From an optimization exercise on the open Yosys and OpenROAD flow, aimed at small area and a short achievable clock period; shortcuts taken in it are not production practice. Where RTL was checked, it was by simulation tests only, not by an equivalence proof against the original. Power figures rest on the tool's default switching activity, not on a simulated workload.

==> 06-20 <==
Design ChecksumRTL_noparam, start of the top module:
module ChecksumRTL_noparam
(
  input  logic [0:0] clk ,
  input  logic [0:0] reset ,
  input  logic [0:0] recv__en  ,
  input  logic [127:0] recv__msg  ,
  output logic [0:0] recv__rdy  ,
  output logic [0:0] send__en  ,
  output logic [31:0] send__msg  ,
  input  logic [0:0] send__rdy
);
export LEC_CHECK = 0
export CAP_MARGIN = 20
export CORE_MARGIN = 2
export CORE_UTILIZATION = 40
export CTS_BUF_LIST = sky130_fd_sc_hd__clkbuf_4
export SLEW_MARGIN = 20
export SYNTH_HIERARCHICAL = 1
create_clock -name core_clock -period 16.0 [get_ports {clk}]
run.sh (not shown) runs the stock make flow with config.mk's settings and CLKGATE_MAP_FILE= SYNTH_SCRIPT=/design/flow/synth_recipe.tcl, a recipe that flattens the netlist after the stock synthesis.
==> 02-26 (differences from 06-20) <==
--- a/flow/design.v
+++ b/flow/design.v
@@ -255,43 +255,57 @@
   assign s207 = recv__msg[79] ^ recv__msg[111] ^ c30;
   wire s208;
   assign s208 = c61 ^ s31 ^ s62;
   wire s209;
   assign s209 = c200 ^ c202 ^ s207;
   wire s210;
   assign s210 = s208 ^ c204 ^ s209;
   wire g211, p212;
-  csa_ha u_g211 (.a(s32), .b(s95), .g(g211), .p(p212));
+  assign g211 = s32 & s95;
+  assign p212 = s32 ^ s95;
   wire g213, p214;
-  csa_ha u_g213 (.a(c110), .b(s117), .g(g213), .p(p214));
+  assign g213 = c110 & s117;
+  assign p214 = c110 ^ s117;
   wire g215, p216;
-  csa_ha u_g215 (.a(c118), .b(s125), .g(g215), .p(p216));
+  assign g215 = c118 & s125;
+  assign p216 = c118 ^ s125;
   wire g217, p218;
-  csa_ha u_g217 (.a(c126), .b(s133), .g(g217), .p(p218));
+  assign g217 = c126 & s133;
+  assign p218 = c126 ^ s133;
   wire g219, p220;
-  csa_ha u_g219 (.a(c134), .b(s141), .g(g219), .p(p220));
+  assign g219 = c134 & s141;
+  assign p220 = c134 ^ s141;
   wire g221, p222;
-  csa_ha u_g221 (.a(c142), .b(s149), .g(g221), .p(p222));
+  assign g221 = c142 & s149;
+  assign p222 = c142 ^ s149;
   wire g223, p224;
-  csa_ha u_g223 (.a(c150), .b(s157), .g(g223), .p(p224));
+  assign g223 = c150 & s157;
+  assign p224 = c150 ^ s157;
   wire g225, p226;
-  csa_ha u_g225 (.a(c158), .b(s165), .g(g225), .p(p226));
+  assign g225 = c158 & s165;
+  assign p226 = c158 ^ s165;
   wire g227, p228;
-  csa_ha u_g227 (.a(c166), .b(s173), .g(g227), .p(p228));
+  assign g227 = c166 & s173;
+  assign p228 = c166 ^ s173;
   wire g229, p230;
-  csa_ha u_g229 (.a(c174), .b(s181), .g(g229), .p(p230));
+  assign g229 = c174 & s181;
+  assign p230 = c174 ^ s181;
   wire g231, p232;
-  csa_ha u_g231 (.a(c182), .b(s189), .g(g231), .p(p232));
+  assign g231 = c182 & s189;
+  assign p232 = c182 ^ s189;
   wire g233, p234;
-  csa_ha u_g233 (.a(c190), .b(s197), .g(g233), .p(p234));
+  assign g233 = c190 & s197;
+  assign p234 = c190 ^ s197;
   wire g235, p236;
-  csa_ha u_g235 (.a(c198), .b(s205), .g(g235), .p(p236));
+  assign g235 = c198 & s205;
+  assign p236 = c198 ^ s205;
   wire g237, p238;
-  csa_ha u_g237 (.a(c206), .b(s210), .g(g237), .p(p238));
+  assign g237 = c206 & s210;
+  assign p238 = c206 ^ s210;
   wire [15:0] s1_p = {p238, p236, p234, p232, p230, p228, p226, p224, p222, p220, p218, p216, p214, s109, s101, p212};
   wire s1_G1_1 = 1'b0 | (s1_p[1] & g211);
   wire s1_G1_3 = g213 | (s1_p[3] & 1'b0);
   wire s1_P1_3 = s1_p[3] & s1_p[2];
   wire s1_G1_5 = g217 | (s1_p[5] & g215);
   wire s1_P1_5 = s1_p[5] & s1_p[4];
   wire s1_G1_7 = g221 | (s1_p[7] & g219);
   wire s1_P1_7 = s1_p[7] & s1_p[6];
@@ -572,39 +586,51 @@
   assign s447 = c430 ^ s444 ^ c432;
   wire s448;
   assign s448 = c434 ^ s445 ^ s446;
   wire s449;
   assign s449 = c436 ^ s447 ^ c438;
   wire s450;
   assign s450 = s448 ^ c440 ^ s449;
   wire g451, p452;
-  csa_ha u_g451 (.a(c256), .b(s267), .g(g451), .p(p452));
+  assign g451 = c256 & s267;
+  assign p452 = c256 ^ s267;
   wire g453, p454;
-  csa_ha u_g453 (.a(c268), .b(s281), .g(g453), .p(p454));
+  assign g453 = c268 & s281;
+  assign p454 = c268 ^ s281;
   wire g455, p456;
-  csa_ha u_g455 (.a(c298), .b(s313), .g(g455), .p(p456));
+  assign g455 = c298 & s313;
+  assign p456 = c298 ^ s313;
   wire g457, p458;
-  csa_ha u_g457 (.a(c314), .b(s329), .g(g457), .p(p458));
+  assign g457 = c314 & s329;
+  assign p458 = c314 ^ s329;
   wire g459, p460;
-  csa_ha u_g459 (.a(c330), .b(s345), .g(g459), .p(p460));
+  assign g459 = c330 & s345;
+  assign p460 = c330 ^ s345;
   wire g461, p462;
-  csa_ha u_g461 (.a(c346), .b(s361), .g(g461), .p(p462));
+  assign g461 = c346 & s361;
+  assign p462 = c346 ^ s361;
   wire g463, p464;
-  csa_ha u_g463 (.a(c362), .b(s377), .g(g463), .p(p464));
+  assign g463 = c362 & s377;
+  assign p464 = c362 ^ s377;
   wire g465, p466;
-  csa_ha u_g465 (.a(c378), .b(s393), .g(g465), .p(p466));
+  assign g465 = c378 & s393;
+  assign p466 = c378 ^ s393;
   wire g467, p468;
-  csa_ha u_g467 (.a(c394), .b(s409), .g(g467), .p(p468));
+  assign g467 = c394 & s409;
+  assign p468 = c394 ^ s409;
   wire g469, p470;
-  csa_ha u_g469 (.a(c410), .b(s425), .g(g469), .p(p470));
+  assign g469 = c410 & s425;
+  assign p470 = c410 ^ s425;
   wire g471, p472;
-  csa_ha u_g471 (.a(c426), .b(s441), .g(g471), .p(p472));
+  assign g471 = c426 & s441;
+  assign p472 = c426 ^ s441;
   wire g473, p474;
-  csa_ha u_g473 (.a(c442), .b(s450), .g(g473), .p(p474));
+  assign g473 = c442 & s450;
+  assign p474 = c442 ^ s450;
   wire [15:0] s2_p = {p474, p472, p470, p468, p466, p464, p462, p460, p458, p456, s297, p454, p452, s255, ~(s245), ~s239};
   wire s2_G1_1 = s245 | (s2_p[1] & 1'b0);
   wire s2_G1_3 = g451 | (s2_p[3] & 1'b0);
   wire s2_P1_3 = s2_p[3] & s2_p[2];
   wire s2_G1_5 = 1'b0 | (s2_p[5] & g453);
   wire s2_P1_5 = s2_p[5] & s2_p[4];
   wire s2_G1_7 = g457 | (s2_p[7] & g455);
   wire s2_P1_7 = s2_p[7] & s2_p[6];
@@ -677,12 +703,8 @@
     end
   end
   assign send__msg = {sum2_q, sum1_q};
 endmodule
 module csa_fa (input logic a, input logic b, input logic c, output logic s, output logic co);
   assign s  = a ^ b ^ c;
   assign co = (a & b) | (a & c) | (b & c);
 endmodule
-module csa_ha (input logic a, input logic b, output logic g, output logic p);
-  assign g = a & b;
-  assign p = a ^ b;
-endmodule
CORE_UTILIZATION = 60   (was 40)
==> 06-02 (differences from 06-20) <==
--- a/flow/design.v
+++ b/flow/design.v
@@ -255,43 +255,57 @@
   assign s207 = recv__msg[79] ^ recv__msg[111] ^ c30;
   wire s208;
   assign s208 = c61 ^ s31 ^ s62;
   wire s209;
   assign s209 = c200 ^ c202 ^ s207;
   wire s210;
   assign s210 = s208 ^ c204 ^ s209;
   wire g211, p212;
-  csa_ha u_g211 (.a(s32), .b(s95), .g(g211), .p(p212));
+  assign g211 = s32 & s95;
+  assign p212 = s32 ^ s95;
   wire g213, p214;
-  csa_ha u_g213 (.a(c110), .b(s117), .g(g213), .p(p214));
+  assign g213 = c110 & s117;
+  assign p214 = c110 ^ s117;
   wire g215, p216;
-  csa_ha u_g215 (.a(c118), .b(s125), .g(g215), .p(p216));
+  assign g215 = c118 & s125;
+  assign p216 = c118 ^ s125;
   wire g217, p218;
-  csa_ha u_g217 (.a(c126), .b(s133), .g(g217), .p(p218));
+  assign g217 = c126 & s133;
+  assign p218 = c126 ^ s133;
   wire g219, p220;
-  csa_ha u_g219 (.a(c134), .b(s141), .g(g219), .p(p220));
+  assign g219 = c134 & s141;
+  assign p220 = c134 ^ s141;
   wire g221, p222;
-  csa_ha u_g221 (.a(c142), .b(s149), .g(g221), .p(p222));
+  assign g221 = c142 & s149;
+  assign p222 = c142 ^ s149;
   wire g223, p224;
-  csa_ha u_g223 (.a(c150), .b(s157), .g(g223), .p(p224));
+  assign g223 = c150 & s157;
+  assign p224 = c150 ^ s157;
   wire g225, p226;
-  csa_ha u_g225 (.a(c158), .b(s165), .g(g225), .p(p226));
+  assign g225 = c158 & s165;
+  assign p226 = c158 ^ s165;
   wire g227, p228;
-  csa_ha u_g227 (.a(c166), .b(s173), .g(g227), .p(p228));
+  assign g227 = c166 & s173;
+  assign p228 = c166 ^ s173;
   wire g229, p230;
-  csa_ha u_g229 (.a(c174), .b(s181), .g(g229), .p(p230));
+  assign g229 = c174 & s181;
+  assign p230 = c174 ^ s181;
   wire g231, p232;
-  csa_ha u_g231 (.a(c182), .b(s189), .g(g231), .p(p232));
+  assign g231 = c182 & s189;
+  assign p232 = c182 ^ s189;
   wire g233, p234;
-  csa_ha u_g233 (.a(c190), .b(s197), .g(g233), .p(p234));
+  assign g233 = c190 & s197;
+  assign p234 = c190 ^ s197;
   wire g235, p236;
-  csa_ha u_g235 (.a(c198), .b(s205), .g(g235), .p(p236));
+  assign g235 = c198 & s205;
+  assign p236 = c198 ^ s205;
   wire g237, p238;
-  csa_ha u_g237 (.a(c206), .b(s210), .g(g237), .p(p238));
+  assign g237 = c206 & s210;
+  assign p238 = c206 ^ s210;
   wire [15:0] s1_p = {p238, p236, p234, p232, p230, p228, p226, p224, p222, p220, p218, p216, p214, s109, s101, p212};
   wire s1_G1_1 = 1'b0 | (s1_p[1] & g211);
   wire s1_G1_3 = g213 | (s1_p[3] & 1'b0);
   wire s1_P1_3 = s1_p[3] & s1_p[2];
   wire s1_G1_5 = g217 | (s1_p[5] & g215);
   wire s1_P1_5 = s1_p[5] & s1_p[4];
   wire s1_G1_7 = g221 | (s1_p[7] & g219);
   wire s1_P1_7 = s1_p[7] & s1_p[6];
@@ -572,39 +586,51 @@
   assign s447 = c430 ^ s444 ^ c432;
   wire s448;
   assign s448 = c434 ^ s445 ^ s446;
   wire s449;
   assign s449 = c436 ^ s447 ^ c438;
   wire s450;
   assign s450 = s448 ^ c440 ^ s449;
   wire g451, p452;
-  csa_ha u_g451 (.a(c256), .b(s267), .g(g451), .p(p452));
+  assign g451 = c256 & s267;
+  assign p452 = c256 ^ s267;
   wire g453, p454;
-  csa_ha u_g453 (.a(c268), .b(s281), .g(g453), .p(p454));
+  assign g453 = c268 & s281;
+  assign p454 = c268 ^ s281;
   wire g455, p456;
-  csa_ha u_g455 (.a(c298), .b(s313), .g(g455), .p(p456));
+  assign g455 = c298 & s313;
+  assign p456 = c298 ^ s313;
   wire g457, p458;
-  csa_ha u_g457 (.a(c314), .b(s329), .g(g457), .p(p458));
+  assign g457 = c314 & s329;
+  assign p458 = c314 ^ s329;
   wire g459, p460;
-  csa_ha u_g459 (.a(c330), .b(s345), .g(g459), .p(p460));
+  assign g459 = c330 & s345;
+  assign p460 = c330 ^ s345;
   wire g461, p462;
-  csa_ha u_g461 (.a(c346), .b(s361), .g(g461), .p(p462));
+  assign g461 = c346 & s361;
+  assign p462 = c346 ^ s361;
   wire g463, p464;
-  csa_ha u_g463 (.a(c362), .b(s377), .g(g463), .p(p464));
+  assign g463 = c362 & s377;
+  assign p464 = c362 ^ s377;
   wire g465, p466;
-  csa_ha u_g465 (.a(c378), .b(s393), .g(g465), .p(p466));
+  assign g465 = c378 & s393;
+  assign p466 = c378 ^ s393;
   wire g467, p468;
-  csa_ha u_g467 (.a(c394), .b(s409), .g(g467), .p(p468));
+  assign g467 = c394 & s409;
+  assign p468 = c394 ^ s409;
   wire g469, p470;
-  csa_ha u_g469 (.a(c410), .b(s425), .g(g469), .p(p470));
+  assign g469 = c410 & s425;
+  assign p470 = c410 ^ s425;
   wire g471, p472;
-  csa_ha u_g471 (.a(c426), .b(s441), .g(g471), .p(p472));
+  assign g471 = c426 & s441;
+  assign p472 = c426 ^ s441;
   wire g473, p474;
-  csa_ha u_g473 (.a(c442), .b(s450), .g(g473), .p(p474));
+  assign g473 = c442 & s450;
+  assign p474 = c442 ^ s450;
   wire [15:0] s2_p = {p474, p472, p470, p468, p466, p464, p462, p460, p458, p456, s297, p454, p452, s255, ~(s245), ~s239};
   wire s2_G1_1 = s245 | (s2_p[1] & 1'b0);
   wire s2_G1_3 = g451 | (s2_p[3] & 1'b0);
   wire s2_P1_3 = s2_p[3] & s2_p[2];
   wire s2_G1_5 = 1'b0 | (s2_p[5] & g453);
   wire s2_P1_5 = s2_p[5] & s2_p[4];
   wire s2_G1_7 = g457 | (s2_p[7] & g455);
   wire s2_P1_7 = s2_p[7] & s2_p[6];
@@ -677,12 +703,8 @@
     end
   end
   assign send__msg = {sum2_q, sum1_q};
 endmodule
 module csa_fa (input logic a, input logic b, input logic c, output logic s, output logic co);
   assign s  = a ^ b ^ c;
   assign co = (a & b) | (a & c) | (b & c);
 endmodule
-module csa_ha (input logic a, input logic b, output logic g, output logic p);
-  assign g = a & b;
-  assign p = a ^ b;
-endmodule
CORE_UTILIZATION = 75   (was 40)
==> summary.txt <==
|  | 06-20 | 02-26 | 06-02 |
|---|---|---|---|
| Final design utilization | 0.535 | 0.815 | - |
| Worst endpoint required time | 12800 ps | 12800 ps | - |
| Routed wire length on met3 | 524 um | 713 um | - |
| Result of the run | timing/DRC/antenna clean | timing/DRC/antenna clean | stopped before the end |
| Stage where the flow stopped | - | - | 3_3_place_gp |
| Post-synth design cell area | 0.00613 mm^2 | 0.00612 mm^2 | 0.00612 mm^2 |
| Number of nets with antenna violations after routing | 0 | 0 | - |
| Portion of the layout cell area used by clock cells | 0.00604 | 0.00688 | - |
| Crit path from | reset[0] | send__rdy[0] | - |
| Crit path arrival time | 4400 ps | 4370 ps | - |
| Source of the worst hold timing path | full | full | - |
| Leak Pwr | 3.11 nW | 3.15 nW | - |
| PnR Total Power | 0.00185 W | 0.00182 W | - |
| Dpl ws | 8150 ps | 8120 ps | - |
| Worst slack on hold paths | 597 ps | 615 ps | - |
| Filler cell count in the final layout | 1279 | 604 | - |
The RTL of 06-20 was laid out without a check of its function.
